From an optimization exercise on the open Yosys and OpenROAD flow, aimed at small area, a short achievable clock period and few clock cycles per item; shortcuts taken in it are not production practice.
No run shown here included a check of the RTL's function; only the layout flow was run.

## flow/design.v (module list and top-level ports; edited modules follow where they fit)
// module cordic_vec_top: 3839 lines
module cordic_vec_top (
    input  logic clk,
    input  logic rst_n,
    input  logic in_valid,
    output logic in_ready,
    input  logic signed [15:0] x_start,
    input  logic signed [15:0] y_start,
    output logic out_valid,
    input  logic out_ready,
    output logic signed [15:0] mag,
    output logic signed [31:0] theta
);
  // ...
==> flow/flow/run.sh <==
#!/bin/bash
# Own flow: the standard synthesis and layout (standard.sh), but with the
# post-synthesis / post-CTS / post-route repair_timing aiming at a larger
# setup margin (the clock period and all constraints stay the design's).
set -euo pipefail
MARGIN=$(cat flow/margin.txt)
bash standard.sh synth > synth.log 2>&1
# same make command as standard.sh, with SETUP_SLACK_MARGIN raised
CMD=$(grep '^make ' standard.sh | sed -e 's/"\${@:-finish}"//' -e "s/SETUP_SLACK_MARGIN=[^ ]*//")
eval "$CMD SETUP_SLACK_MARGIN=$MARGIN finish" > layout.log 2>&1
RES=$(ls -d orfs/results/*/cordic_vec_top/base)
: # left out here: write the final layout as DEF
==> flow/flow/margin.txt <==
5.9
==> flow/standard.sh <==
#!/bin/bash
# synth_recipe.tcl (not shown) runs the flow's synth.tcl, then flattens the netlist and writes it again
# the make line also repeats each setting of config.mk as NAME=value (left out here)
make -C /OpenROAD-flow-scripts/flow DESIGN_CONFIG=/design/flow/config.mk WORK_HOME=/design/flow/orfs CLKGATE_MAP_FILE= SYNTH_SCRIPT=/design/flow/synth_recipe.tcl "${@:-finish}"
==> flow/config.mk <==
export PLATFORM = sky130hd
export DESIGN_NAME = cordic_vec_top
export DESIGN_NICKNAME = cordic_vec_top
export VERILOG_FILES = /design/flow/design.v
export SDC_FILE = /design/flow/constraint.sdc
export NUM_CORES = 4
export LEC_CHECK = 0
export ABC_CLOCK_PERIOD_IN_PS = 2000
export CAP_MARGIN = 20
export CORE_MARGIN = 2
export CORE_UTILIZATION = 40
export CTS_CLUSTER_DIAMETER = 90
export CTS_CLUSTER_SIZE = 25
export SETUP_SLACK_MARGIN = 5
export SLEW_MARGIN = 20
==> flow/constraint.sdc <==
create_clock -name core_clock -period 9.0 [get_ports {clk}]
set_input_delay 1.8000 -clock core_clock [delete_from_list [all_inputs] [get_ports {clk}]]
set_output_delay 1.8000 -clock core_clock [all_outputs]
set_load 0.01 [all_outputs]
==> summary.txt, run 1 <==
multi-input combinational area share=0.426; DR WL/cell=16.7 microns; Global Route met3 Usage=0.0222; TritonRoute pass-1 iters=5; pre-CTS setup slack=4.48 ns; via density per instance=4.96; cell count after synthesis=3327; initial drt markers=1187; Slew Viols, Final=0; Antenna Cells=0; Final Cycle Share=0.353; number of routed nets with antenna violations=0; drt drc=0; worst setup path end=s3_x[16]; total of max-cap violations=0; core area=0.107 sq mm; initial antenna violation count=0; critical path class=reg -> reg; CP Buf/Inv Count=1; CTS root buf=clkbuf_16; final instance area=0.0485 sq mm; leading area contributor after synthesis=edfxtp_1; share of cells above drive strength 1=0.123; FF-to-FF Start=s2_y[15]; #FFs+latches synth=737; Unique masters post-synth=88; sequential cells=737; #MultiIn Comb=2270; final setup TNS=0 ns; status=complete, no violations; Worst EP arrival=3.57 ns; Multi-input gate area=0.0207 sq mm
==> inputs of run 2 (changes only) <==
--- a/flow/design.v
+++ b/flow/design.v
@@ -5,27 +5,27 @@
     output logic in_ready,
     input  logic signed [15:0] x_start,
     input  logic signed [15:0] y_start,
     output logic out_valid,
     input  logic out_ready,
     output logic signed [15:0] mag,
     output logic signed [31:0] theta
 );
-    logic i_v, o_v, adv;
-    assign adv = ~o_v | out_ready;
+    logic k_v, o_v, adv;
+    assign adv = ~k_v;
     logic rdy_q;
     assign in_ready = rdy_q;
-    logic [15:0] i_x, i_y;
-    always_ff @(posedge clk) if (~i_v) begin i_x <= x_start; i_y <= y_start; end
+    logic o_en;
+    assign o_en = ~o_v | out_ready;
     logic [15:0] s0_x, s0_y;
     logic s0_v;
     logic [15:0] e_x, e_y;
-    assign e_x = i_v ? i_x : x_start;
-    assign e_y = i_v ? i_y : y_start;
+    assign e_x = x_start;
+    assign e_y = y_start;
     logic e_xn, e_yn, e_xz, e_yz, e_sf;
     assign e_xn = e_x[15]; assign e_yn = e_y[15];
     assign e_xz = (e_x == 16'd0); assign e_yz = (e_y == 16'd0);
     assign e_sf = (~e_xn & ~e_xz & ~e_yn) | (e_xn & (e_yn | e_yz));
     logic s0_cyn, s0_cxn, s0_d0;
     logic [1:0] s0_q;
     always_ff @(posedge clk) if (adv) begin
         s0_x <= e_x; s0_y <= e_y;
@@ -1983,104 +1983,113 @@
     logic [8:0] y_10;
     assign y_10 = ya_9;
     logic s10_v;
     logic [16:0] s10_x;
     logic [8:0] s10_d;
     logic [1:0] s10_q;
     logic [8:0] s10_y;
     always_ff @(posedge clk) if (adv) begin s10_x <= x_10; s10_q <= s9_q; s10_d <= {d_9, s9_d[7], s9_d[6], s9_d[5], s9_d[4], s9_d[3], s9_d[2], s9_d[1], s9_d[0]}; s10_y <= y_10; end
+    logic [16:0] k_x, m_x;
+    assign m_x = k_v ? k_x : s10_x;
+    logic [1:0] k_q, m_q;
+    assign m_q = k_v ? k_q : s10_q;
+    logic [8:0] k_d, m_d;
+    assign m_d = k_v ? k_d : s10_d;
+    logic [8:0] k_y, m_y;
+    assign m_y = k_v ? k_y : s10_y;
+    always_ff @(posedge clk) if (adv) begin k_x <= s10_x; k_q <= s10_q; k_d <= s10_d; k_y <= s10_y; end
     logic d_10;
-    assign d_10 = s10_y[8];
+    assign d_10 = m_y[8];
     logic [16:0] x_11;
-    wire xa_10w_1 = s10_x[1] & s10_x[0];
-    wire xa_10w_2 = s10_x[3] & s10_x[2];
-    wire xa_10w_3 = s10_x[5] & s10_x[4];
-    wire xa_10w_4 = s10_x[7] & s10_x[6];
-    wire xa_10w_5 = s10_x[9] & s10_x[8];
-    wire xa_10w_6 = s10_x[11] & s10_x[10];
-    wire xa_10w_7 = s10_x[13] & s10_x[12];
-    wire xa_10w_8 = s10_x[15] & s10_x[14];
-    wire xa_10w_9 = s10_x[2] & xa_10w_1;
+    wire xa_10w_1 = m_x[1] & m_x[0];
+    wire xa_10w_2 = m_x[3] & m_x[2];
+    wire xa_10w_3 = m_x[5] & m_x[4];
+    wire xa_10w_4 = m_x[7] & m_x[6];
+    wire xa_10w_5 = m_x[9] & m_x[8];
+    wire xa_10w_6 = m_x[11] & m_x[10];
+    wire xa_10w_7 = m_x[13] & m_x[12];
+    wire xa_10w_8 = m_x[15] & m_x[14];
+    wire xa_10w_9 = m_x[2] & xa_10w_1;
     wire xa_10w_10 = xa_10w_2 & xa_10w_1;
-    wire xa_10w_11 = s10_x[6] & xa_10w_3;
+    wire xa_10w_11 = m_x[6] & xa_10w_3;
     wire xa_10w_12 = xa_10w_4 & xa_10w_3;
-    wire xa_10w_13 = s10_x[10] & xa_10w_5;
+    wire xa_10w_13 = m_x[10] & xa_10w_5;
     wire xa_10w_14 = xa_10w_6 & xa_10w_5;
-    wire xa_10w_15 = s10_x[14] & xa_10w_7;
+    wire xa_10w_15 = m_x[14] & xa_10w_7;
     wire xa_10w_16 = xa_10w_8 & xa_10w_7;
-    wire xa_10w_17 = s10_x[4] & xa_10w_10;
+    wire xa_10w_17 = m_x[4] & xa_10w_10;
     wire xa_10w_18 = xa_10w_3 & xa_10w_10;
     wire xa_10w_19 = xa_10w_11 & xa_10w_10;
     wire xa_10w_20 = xa_10w_12 & xa_10w_10;
-    wire xa_10w_21 = s10_x[12] & xa_10w_14;
+    wire xa_10w_21 = m_x[12] & xa_10w_14;
     wire xa_10w_22 = xa_10w_7 & xa_10w_14;
     wire xa_10w_23 = xa_10w_15 & xa_10w_14;
     wire xa_10w_24 = xa_10w_16 & xa_10w_14;
-    wire xa_10w_25 = s10_x[8] & xa_10w_20;
+    wire xa_10w_25 = m_x[8] & xa_10w_20;
     wire xa_10w_26 = xa_10w_5 & xa_10w_20;
     wire xa_10w_27 = xa_10w_13 & xa_10w_20;
     wire xa_10w_28 = xa_10w_14 & xa_10w_20;
     wire xa_10w_29 = xa_10w_21 & xa_10w_20;
     wire xa_10w_30 = xa_10w_22 & xa_10w_20;
     wire xa_10w_31 = xa_10w_23 & xa_10w_20;
     wire xa_10w_32 = xa_10w_24 & xa_10w_20;
-    wire xa_10w_33 = s10_x[16] & xa_10w_32;
-    wire xa_10w_34 = s10_x[0] ^ d_10;
-    wire xa_10w_35 = d_10 & s10_x[0];
-    wire xa_10w_36 = s10_x[1] ^ xa_10w_35;
+    wire xa_10w_33 = m_x[16] & xa_10w_32;
+    wire xa_10w_34 = m_x[0] ^ d_10;
+    wire xa_10w_35 = d_10 & m_x[0];
+    wire xa_10w_36 = m_x[1] ^ xa_10w_35;
     wire xa_10w_37 = d_10 & xa_10w_1;
-    wire xa_10w_38 = s10_x[2] ^ xa_10w_37;
+    wire xa_10w_38 = m_x[2] ^ xa_10w_37;
     wire xa_10w_39 = d_10 & xa_10w_9;
-    wire xa_10w_40 = s10_x[3] ^ xa_10w_39;
+    wire xa_10w_40 = m_x[3] ^ xa_10w_39;
     wire xa_10w_41 = d_10 & xa_10w_10;
-    wire xa_10w_42 = s10_x[4] ^ xa_10w_41;
+    wire xa_10w_42 = m_x[4] ^ xa_10w_41;
     wire xa_10w_43 = d_10 & xa_10w_17;
-    wire xa_10w_44 = s10_x[5] ^ xa_10w_43;
+    wire xa_10w_44 = m_x[5] ^ xa_10w_43;
     wire xa_10w_45 = d_10 & xa_10w_18;
-    wire xa_10w_46 = s10_x[6] ^ xa_10w_45;
+    wire xa_10w_46 = m_x[6] ^ xa_10w_45;
     wire xa_10w_47 = d_10 & xa_10w_19;
-    wire xa_10w_48 = s10_x[7] ^ xa_10w_47;
+    wire xa_10w_48 = m_x[7] ^ xa_10w_47;
     wire xa_10w_49 = d_10 & xa_10w_20;
-    wire xa_10w_50 = s10_x[8] ^ xa_10w_49;
+    wire xa_10w_50 = m_x[8] ^ xa_10w_49;
     wire xa_10w_51 = d_10 & xa_10w_25;
-    wire xa_10w_52 = s10_x[9] ^ xa_10w_51;
+    wire xa_10w_52 = m_x[9] ^ xa_10w_51;
     wire xa_10w_53 = d_10 & xa_10w_26;
-    wire xa_10w_54 = s10_x[10] ^ xa_10w_53;
+    wire xa_10w_54 = m_x[10] ^ xa_10w_53;
     wire xa_10w_55 = d_10 & xa_10w_27;
-    wire xa_10w_56 = s10_x[11] ^ xa_10w_55;
+    wire xa_10w_56 = m_x[11] ^ xa_10w_55;
     wire xa_10w_57 = d_10 & xa_10w_28;
-    wire xa_10w_58 = s10_x[12] ^ xa_10w_57;
+    wire xa_10w_58 = m_x[12] ^ xa_10w_57;
     wire xa_10w_59 = d_10 & xa_10w_29;
-    wire xa_10w_60 = s10_x[13] ^ xa_10w_59;
+    wire xa_10w_60 = m_x[13] ^ xa_10w_59;
     wire xa_10w_61 = d_10 & xa_10w_30;
-    wire xa_10w_62 = s10_x[14] ^ xa_10w_61;
+    wire xa_10w_62 = m_x[14] ^ xa_10w_61;
     wire xa_10w_63 = d_10 & xa_10w_31;
-    wire xa_10w_64 = s10_x[15] ^ xa_10w_63;
+    wire xa_10w_64 = m_x[15] ^ xa_10w_63;
     wire xa_10w_65 = d_10 & xa_10w_32;
-    wire xa_10w_66 = s10_x[16] ^ xa_10w_65;
+    wire xa_10w_66 = m_x[16] ^ xa_10w_65;
     logic [16:0] xa_10;
     assign xa_10 = {xa_10w_66, xa_10w_64, xa_10w_62, xa_10w_60, xa_10w_58, xa_10w_56, xa_10w_54, xa_10w_52, xa_10w_50, xa_10w_48, xa_10w_46, xa_10w_44, xa_10w_42, xa_10w_40, xa_10w_38, xa_10w_36, xa_10w_34};
     assign x_11 = xa_10;
-    wire ya_10w_1 = s10_y[0] ^ ~(s10_x[10] ^ d_10);
-    wire ya_10w_2 = s10_y[0] & ~(s10_x[10] ^ d_10);
-    wire ya_10w_3 = s10_y[1] ^ ~(s10_x[11] ^ d_10);
-    wire ya_10w_4 = s10_y[1] & ~(s10_x[11] ^ d_10);
-    wire ya_10w_5 = s10_y[2] ^ ~(s10_x[12] ^ d_10);
-    wire ya_10w_6 = s10_y[2] & ~(s10_x[12] ^ d_10);
-    wire ya_10w_7 = s10_y[3] ^ ~(s10_x[13] ^ d_10);
-    wire ya_10w_8 = s10_y[3] & ~(s10_x[13] ^ d_10);
-    wire ya_10w_9 = s10_y[4] ^ ~(s10_x[14] ^ d_10);
-    wire ya_10w_10 = s10_y[4] & ~(s10_x[14] ^ d_10);
-    wire ya_10w_11 = s10_y[5] ^ ~(s10_x[15] ^ d_10);
-    wire ya_10w_12 = s10_y[5] & ~(s10_x[15] ^ d_10);
-    wire ya_10w_13 = s10_y[6] ^ ~(s10_x[16] ^ d_10);
-    wire ya_10w_14 = s10_y[6] & ~(s10_x[16] ^ d_10);
-    wire ya_10w_15 = s10_y[7] ^ ~d_10;
-    wire ya_10w_16 = s10_y[7] & ~d_10;
+    wire ya_10w_1 = m_y[0] ^ ~(m_x[10] ^ d_10);
+    wire ya_10w_2 = m_y[0] & ~(m_x[10] ^ d_10);
+    wire ya_10w_3 = m_y[1] ^ ~(m_x[11] ^ d_10);
+    wire ya_10w_4 = m_y[1] & ~(m_x[11] ^ d_10);
+    wire ya_10w_5 = m_y[2] ^ ~(m_x[12] ^ d_10);
+    wire ya_10w_6 = m_y[2] & ~(m_x[12] ^ d_10);
+    wire ya_10w_7 = m_y[3] ^ ~(m_x[13] ^ d_10);
+    wire ya_10w_8 = m_y[3] & ~(m_x[13] ^ d_10);
+    wire ya_10w_9 = m_y[4] ^ ~(m_x[14] ^ d_10);
+    wire ya_10w_10 = m_y[4] & ~(m_x[14] ^ d_10);
+    wire ya_10w_11 = m_y[5] ^ ~(m_x[15] ^ d_10);
+    wire ya_10w_12 = m_y[5] & ~(m_x[15] ^ d_10);
+    wire ya_10w_13 = m_y[6] ^ ~(m_x[16] ^ d_10);
+    wire ya_10w_14 = m_y[6] & ~(m_x[16] ^ d_10);
+    wire ya_10w_15 = m_y[7] ^ ~d_10;
+    wire ya_10w_16 = m_y[7] & ~d_10;
     wire ya_10w_17 = ya_10w_2 | (ya_10w_1 & ~d_10);
     wire ya_10w_18 = ya_10w_6 | (ya_10w_5 & ya_10w_4);
     wire ya_10w_19 = ya_10w_5 & ya_10w_3;
     wire ya_10w_20 = ya_10w_10 | (ya_10w_9 & ya_10w_8);
     wire ya_10w_21 = ya_10w_9 & ya_10w_7;
     wire ya_10w_22 = ya_10w_14 | (ya_10w_13 & ya_10w_12);
     wire ya_10w_23 = ya_10w_13 & ya_10w_11;
     wire ya_10w_24 = ya_10w_4 | (ya_10w_3 & ya_10w_17);
@@ -2106,17 +2115,17 @@
     assign ya_10 = {ya_10w_42, ya_10w_41, ya_10w_40, ya_10w_39, ya_10w_38, ya_10w_37, ya_10w_36, ya_10w_35};
     logic [7:0] y_11;
     assign y_11 = ya_10;
     logic s11_v;
     logic [16:0] s11_x;
     logic [9:0] s11_d;
     logic [1:0] s11_q;
     logic [7:0] s11_y;
-    always_ff @(posedge clk) if (adv) begin s11_x <= x_11; s11_q <= s10_q; s11_d <= {d_10, s10_d[8], s10_d[7], s10_d[6], s10_d[5], s10_d[4], s10_d[3], s10_d[2], s10_d[1], s10_d[0]}; s11_y <= y_11; end
+    always_ff @(posedge clk) if (o_en) begin s11_x <= x_11; s11_q <= m_q; s11_d <= {d_10, m_d[8], m_d[7], m_d[6], m_d[5], m_d[4], m_d[3], m_d[2], m_d[1], m_d[0]}; s11_y <= y_11; end
     logic d_11;
     assign d_11 = s11_y[7];
     logic [16:0] x_12;
     wire xa_11w_1 = s11_x[1] & s11_x[0];
     wire xa_11w_2 = s11_x[3] & s11_x[2];
     wire xa_11w_3 = s11_x[5] & s11_x[4];
     wire xa_11w_4 = s11_x[7] & s11_x[6];
     wire xa_11w_5 = s11_x[9] & s11_x[8];
@@ -2226,17 +2235,17 @@
     assign ya_11 = {ya_11w_38, ya_11w_37, ya_11w_36, ya_11w_35, ya_11w_34, ya_11w_33, ya_11w_32};
     logic [6:0] y_12;
     assign y_12 = ya_11;
     logic s12_v;
     logic [16:0] s12_x;
     logic [10:0] s12_d;
     logic [1:0] s12_q;
     logic [6:0] s12_y;
-    always_ff @(posedge clk) if (adv) begin s12_x <= x_12; s12_q <= s11_q; s12_d <= {d_11, s11_d[9], s11_d[8], s11_d[7], s11_d[6], s11_d[5], s11_d[4], s11_d[3], s11_d[2], s11_d[1], s11_d[0]}; s12_y <= y_12; end
+    always_ff @(posedge clk) if (o_en) begin s12_x <= x_12; s12_q <= s11_q; s12_d <= {d_11, s11_d[9], s11_d[8], s11_d[7], s11_d[6], s11_d[5], s11_d[4], s11_d[3], s11_d[2], s11_d[1], s11_d[0]}; s12_y <= y_12; end
     logic d_12;
     assign d_12 = s12_y[6];
     logic [16:0] x_13;
     wire xa_12w_1 = s12_x[1] & s12_x[0];
     wire xa_12w_2 = s12_x[3] & s12_x[2];
     wire xa_12w_3 = s12_x[5] & s12_x[4];
     wire xa_12w_4 = s12_x[7] & s12_x[6];
     wire xa_12w_5 = s12_x[9] & s12_x[8];
@@ -2338,17 +2347,17 @@
     assign ya_12 = {ya_12w_30, ya_12w_29, ya_12w_28, ya_12w_27, ya_12w_26, ya_12w_25};
     logic [5:0] y_13;
     assign y_13 = ya_12;
     logic s13_v;
     logic [16:0] s13_x;
     logic [11:0] s13_d;
     logic [1:0] s13_q;
     logic [5:0] s13_y;
-    always_ff @(posedge clk) if (adv) begin s13_x <= x_13; s13_q <= s12_q; s13_d <= {d_12, s12_d[10], s12_d[9], s12_d[8], s12_d[7], s12_d[6], s12_d[5], s12_d[4], s12_d[3], s12_d[2], s12_d[1], s12_d[0]}; s13_y <= y_13; end
+    always_ff @(posedge clk) if (o_en) begin s13_x <= x_13; s13_q <= s12_q; s13_d <= {d_12, s12_d[10], s12_d[9], s12_d[8], s12_d[7], s12_d[6], s12_d[5], s12_d[4], s12_d[3], s12_d[2], s12_d[1], s12_d[0]}; s13_y <= y_13; end
     logic d_13;
     assign d_13 = s13_y[5];
     logic [16:0] x_14;
     wire xa_13w_1 = s13_x[1] & s13_x[0];
     wire xa_13w_2 = s13_x[3] & s13_x[2];
     wire xa_13w_3 = s13_x[5] & s13_x[4];
     wire xa_13w_4 = s13_x[7] & s13_x[6];
     wire xa_13w_5 = s13_x[9] & s13_x[8];
@@ -2560,17 +2569,17 @@
     assign ya_14 = {ya_14w_32, ya_14w_31, ya_14w_30, ya_14w_29, ya_14w_28};
     logic [4:0] y_15;
     assign y_15 = ya_14;
     logic s14_v;
     logic [16:0] s14_x;
     logic [13:0] s14_d;
     logic [1:0] s14_q;
     logic [4:0] s14_y;
-    always_ff @(posedge clk) if (adv) begin s14_x <= x_15; s14_q <= s13_q; s14_d <= {d_14, d_13, s13_d[11], s13_d[10], s13_d[9], s13_d[8], s13_d[7], s13_d[6], s13_d[5], s13_d[4], s13_d[3], s13_d[2], s13_d[1], s13_d[0]}; s14_y <= y_15; end
+    always_ff @(posedge clk) if (o_en) begin s14_x <= x_15; s14_q <= s13_q; s14_d <= {d_14, d_13, s13_d[11], s13_d[10], s13_d[9], s13_d[8], s13_d[7], s13_d[6], s13_d[5], s13_d[4], s13_d[3], s13_d[2], s13_d[1], s13_d[0]}; s14_y <= y_15; end
     wire mc_1;
     wire mc_2;
     assign mc_1 = s14_x[0] ^ s14_x[2];
     assign mc_2 = s14_x[0] & s14_x[2];
     wire mc_3;
     wire mc_4;
     assign mc_3 = s14_x[1] ^ s14_x[3];
     assign mc_4 = s14_x[1] & s14_x[3];
@@ -3304,17 +3313,17 @@
     wire mlow_118 = mlow_19 ^ mlow_103;
     wire mlow_119 = mlow_21 ^ mlow_104;
     wire mlow_120 = mlow_23 ^ mlow_105;
     wire mlow_121 = mlow_25 ^ mlow_106;
     wire mlow_122 = mlow_27 ^ mlow_107;
     wire mlow_123 = mlow_29 ^ mlow_108;
     logic [15:0] mlo;
     assign mlo = {mlow_109, mlow_123, mlow_122, mlow_121, mlow_120, mlow_119, mlow_118, mlow_117, mlow_116, mlow_115, mlow_114, mlow_113, mlow_112, mlow_111, mlow_110, mlow_1};
-    always_ff @(posedge clk) if (adv) begin s15_mu <= mu[30:15]; s15_mv <= mv[30:15]; s15_mc <= mlo[15]; s15_zu <= zu; s15_zv <= zv; end
+    always_ff @(posedge clk) if (o_en) begin s15_mu <= mu[30:15]; s15_mv <= mv[30:15]; s15_mc <= mlo[15]; s15_zu <= zu; s15_zv <= zv; end
     logic [15:0] f_mag;
     logic [31:0] f_theta;
     wire msumw_1 = s15_mu[0] ^ s15_mv[0];
     wire msumw_2 = s15_mu[0] & s15_mv[0];
     wire msumw_3 = s15_mu[1] ^ s15_mv[1];
     wire msumw_4 = s15_mu[1] & s15_mv[1];
     wire msumw_5 = s15_mu[2] ^ s15_mv[2];
     wire msumw_6 = s15_mu[2] & s15_mv[2];
@@ -3798,42 +3807,44 @@
             s8_v <= 1'b0;
             s9_v <= 1'b0;
             s10_v <= 1'b0;
             s11_v <= 1'b0;
             s12_v <= 1'b0;
             s13_v <= 1'b0;
             s14_v <= 1'b0;
             s15_v <= 1'b0;
-            i_v <= 1'b0;
+            k_v <= 1'b0;
             rdy_q <= 1'b1;
             o_v <= 1'b0;
         end else begin
             if (adv) begin
-                s0_v <= i_v | in_valid;
+                s0_v <= in_valid;
                 s1_v <= s0_v;
                 s2_v <= s1_v;
                 s3_v <= s2_v;
                 s4_v <= s3_v;
                 s5_v <= s4_v;
                 s6_v <= s5_v;
                 s7_v <= s6_v;
                 s8_v <= s7_v;
                 s9_v <= s8_v;
                 s10_v <= s9_v;
-                s11_v <= s10_v;
+            end
+            k_v <= ~o_en & (k_v | s10_v);
+            rdy_q <= o_en | ~(k_v | s10_v);
+            if (o_en) begin
+                s11_v <= k_v | s10_v;
                 s12_v <= s11_v;
                 s13_v <= s12_v;
                 s14_v <= s13_v;
                 s15_v <= s14_v;
                 o_v <= s15_v;
             end
-            i_v <= ~adv & (i_v | in_valid);
-            rdy_q <= adv | ~(i_v | in_valid);
         end
     end
     logic [15:0] o_mag;
     logic [31:0] o_theta;
-    always_ff @(posedge clk) if (adv) begin o_mag <= f_mag; o_theta <= f_theta; end
+    always_ff @(posedge clk) if (o_en) begin o_mag <= f_mag; o_theta <= f_theta; end
     assign out_valid = o_v;
     assign mag = o_mag;
     assign theta = o_theta;
 endmodule
==> summary.txt, run 2 <==
post-DP HPWL=59.2 mm (was 59.8 mm); commonest non-fill, non-tap cell in the layout=edfxtp_1 (unchanged); CTS sink cnt=742 (was 737); DR WL/cell=16.0 microns (was 16.7 microns); Synth Warn #=1 (unchanged); leading area contributor after synthesis=edfxtp_1 (unchanged); Post-Syn Area per Cell=12.7 sq um (was 12.9 sq um); Starting Density=0.402 (about the same); Clk Latency, worst-skew pair=0.63 ns (was 0.64 ns); total of max-cap violations=0 (unchanged); Hold Path Stages=0 (unchanged); Worst Hold End=s12_d[0] (was s6_q[1]); Top Registers=o_theta (31), s15_zu (31), s15_zv (28) (unchanged); worst hold start=s11_d[0] (was s5_q[1]); # rows=121 (was 120); top cell type's share of synthesized area=0.472 (was 0.480); Clock transition at path regs=0.09 ns (about the same); measured slew at the worst slew-check pin=1.13 ns (was 1.03 ns); Layout Cells excl Fill=5043 (was 4945); worst r2r path cells=11 (was 13); Worst EP arrival=3.55 ns (was 3.57 ns); Final Cycle Share=0.352 (was 0.353); Post-Route WL=80.8 mm (was 82.6 mm); r2r setup slk=5.83 ns (was 5.82 ns); Setup WS post-layout=5.83 ns (was 5.82 ns); #FFs+latches synth=742 (was 737); Inserted Clock Buffers=42 (unchanged); Crit. End Element=flop (unchanged); fill cell count=9827 (was 9571); initial drt markers=1282 (was 1187); Reg-to-Reg End=s1_y[15] (was s3_x[16]); drt drc=0 (unchanged); Antenna Cells=0 (unchanged); HP Class=reg -> reg (unchanged); Rel. slew slack=0.248 (was 0.312); core area=0.109 sq mm (was 0.107 sq mm); highest clock rate=0.315 GHz (about the same); Req. time, crit path=9.38 ns (was 9.39 ns); status=complete, no violations (unchanged); share of cells above drive strength 1=0.0959 (was 0.123); TritonRoute pass-1 iters=7 (was 5); RSZ-0062 raised after global routing=yes (unchanged); routed via count=24900 (was 24500); worst-case clock skew=0.0329 ns (was 0.0273 ns); Routability Congestion=0.848 (was 0.845); critical path class=reg -> reg (unchanged); minimum clock period=3.17 ns (was 3.18 ns); # setup viols final=0 (unchanged); Startpoint Class=flop (unchanged); Slew Viols, Final=0 (unchanged); count leader, synth=edfxtp_1 (unchanged); Synth Net Count=3982 (was 3885); H-tree depth=2 (unchanged); via density per instance=4.95 (was 4.96); I/O pins=86 (unchanged); Total GRT Usage=0.143 (was 0.149); Max clock buf depth=3 (unchanged); Worst Path Max Fanout=9 (was 10); GR Overflow Total=0 (unchanged); full die area=0.112 sq mm (was 0.110 sq mm); first-pass GRT wire length=129 mm (was 131 mm); Unique masters post-synth=97 (was 88); FF-to-FF Start=s0_cxn (was s2_y[15]); pre-CTS setup slack=4.56 ns (was 4.48 ns); Post-synth EDFFs=686 (unchanged); CP dominant cell by count=o31a_1; critical path's slowest cell=edfxtp_1 (unchanged); number of port buffers=84 (unchanged); Die Y=334 microns (was 331 microns); CTS tree=yes (unchanged); die span in x=334 microns (was 331 microns); cell count after synthesis=3427 (was 3327); critical path's largest stage delay=0.43 ns (was 0.44 ns); CTS root buf=clkbuf_16 (unchanged); top post-synthesis cells by count=686 x edfxtp_1, 368 x ha_1, 312 x xnor2_1 (was 686 x edfxtp_1, 371 x ha_1, 310 x xnor2_1); Post-Syn Area=0.0436 sq mm (was 0.0429 sq mm); Layout Nets=4152 (was 4077); initial antenna violation count=1 (was 0); Final Hold Fails=0 (unchanged); Syn-to-layout area delta=11.6% (was 13.2%); cells along the critical path=buf_12, xor2_1, ha_1, ha_4, nor2b_1, o31a_1, o211ai_1, a21oi_2, o31a_1, o2111a_1, a211o_1 (was buf_12, xor2_1, ha_1, a21o_1, a21oi_2, a31oi_4, o2111ai_4, a31oi_4, o21a_1, o21a_1, and2_1, ha_2, xor2_1); top_reg_cell synth=edfxtp_1 (unchanged); Synth async-reset ratio=0.0256 (was 0.0258); Area contributors post-synth=edfxtp_1 47%, ha_1 11%, fa_1 6.9%, xnor2_1 6.3%, xor2_1 5.5% (was edfxtp_1 48%, ha_1 11%, fa_1 7.0%, xnor2_1 6.3%, xor2_1 5.8%); number of routed nets with antenna violations=0 (unchanged); final setup TNS=0 ns (unchanged); commonest cells after routing, fill and taps aside=686 x edfxtp_1, 357 x ha_1, 310 x xnor2_1, 271 x xor2_1, 258 x inv_1 (was 686 x edfxtp_1, 351 x ha_1, 303 x xnor2_1, 279 x xor2_1, 245 x inv_1); placed cells=4872 (was 4770); Seq/Total Area, Yosys=0.500 (was 0.506); vias in the first global route=24700 (was 24800); largest net degree at the start of global routing=193 (was 181)
[run 2: changes by cell type in the layout (fill, tap and decap cells not counted), sizes merged, moves of 13 or more]
cell / delta
clkdlybuf4s15: +19
a21o: -13
inv: +13
buf: -35
nand2: +15
mux2i: +18
o21ai: +18
a21oi: +23
[run 2: per-layer routing]
layer,global-route usage,vias to the layer above,share of wire
met5,0,-,0
met4,0.0439,0,0.027
met3,0.0155,103,0.026
met2,0.253,317,0.50
met1,0.183,12000,0.44
li1,-,12500,-
[run 2: how the worst max path moves through the flow]
stage                    from    endpoint  slack [ns]  depth (start not counted)
finish                 s0_cxn    s1_y[15]        5.83                         11
floorplan                 k_v      s0_cxn        1.65                          5
global route           s0_cxn    s1_y[15]        5.68                         11
global placement    out_ready  s15_zv[10]        4.58                          3
CTS                  s0_y[15]    s1_x[13]        5.80                         11
detailed placement  out_ready  s15_zv[10]        4.56                          3
[run 2: cell families (layout without fill, tap and decap cells)]
group	count (synthesis)	count (layout)	synth area share
flip-flops	742	742	0.500
AND/OR/NAND/NOR	591	593	0.0693
XOR/XNOR	588	588	0.119
AO/OA/AOI/OAI	567	567	0.0860
adder cells (fa/ha/maj)	519	519	0.175
buffers and inverters	341	541	0.0309
multiplexers	78	78	0.0204
other	1	1	0.0000859
[run 2: layout make-up]
type	count	area [sq um]	share of cell area
sequential	742	21800	0.448
multi-input combinational	2346	20800	0.427
timing repair buffer	196	1860	0.0381
tap	1414	1770	0.0363
clock buffer	56	1140	0.0234
inverter	269	1020	0.0210
clock inverter	20	272	0.00558
[run 2: per-stage QoR]
step                      cell area [sq um]  hold slack, ns  utilization
after global routing                  48700           0.395        0.448
after floorplan                       43800           0.400            -
after detailed placement              46100           0.405        0.425
after CTS                             48000           0.397        0.442
after global placement                46100           0.400        0.425
final                                 48700           0.415        0.448
[run 2: timing repair]
item	in CTS	in global routing
setup buffers	41	48
endpoints found under the setup margin	419	285
pin swaps	13	39
resized for setup	163	76
hold buffers	0	0
cloned	1	5
[run 2: worst max-delay path: cells and delay by family, from the launching register on]
| kind | cells | cell delay [ns] |
|---|---|---|
| adder cells (fa/ha/maj) | 2 | 0.56 |
| AO/OA/AOI/OAI | 6 | 1.47 |
| AND/OR/NAND/NOR | 1 | 0.14 |
| XOR/XNOR | 1 | 0.14 |
| buffers and inverters | 1 | 0.17 |
| flip-flops | 1 | 0.43 |

==> what the ideal ports hide <==
The flow's constraints put no driver on any port. The routed layouts listed below were extracted and timed again, unchanged, in two steps.
Step 1 assumes that a clkbuf_16 drives the clock port and a buf_2 every other input.
Step 2 also shifts input and output timing later by t, the mid clock arrival at the registers, as if the neighbouring blocks saw the same clock.
a / b / c = no drivers / after step 1 / after step 2; a / b = the first two.
| run | shift t [ns] | setup slack, ns | hold WS [ns] | latest minus earliest clock arrival (ns) | cell pins on the clock port's net |
|---|---|---|---|---|---|
| run 1 | 0.693 | 5.820 / 5.820 / 5.242 | 0.407 / 0.407 / 0.407 | 0.030 / 0.030 | 1 |
| run 2 | 0.684 | 5.829 / 5.829 / 5.409 | 0.415 / 0.415 / 0.415 | 0.037 / 0.036 | 1 |
After both steps setup and hold are still met in every run listed. For run 1, which loses most, drivers alone change the setup slack by 0.000 ns; drivers and shift together by -0.578 ns.
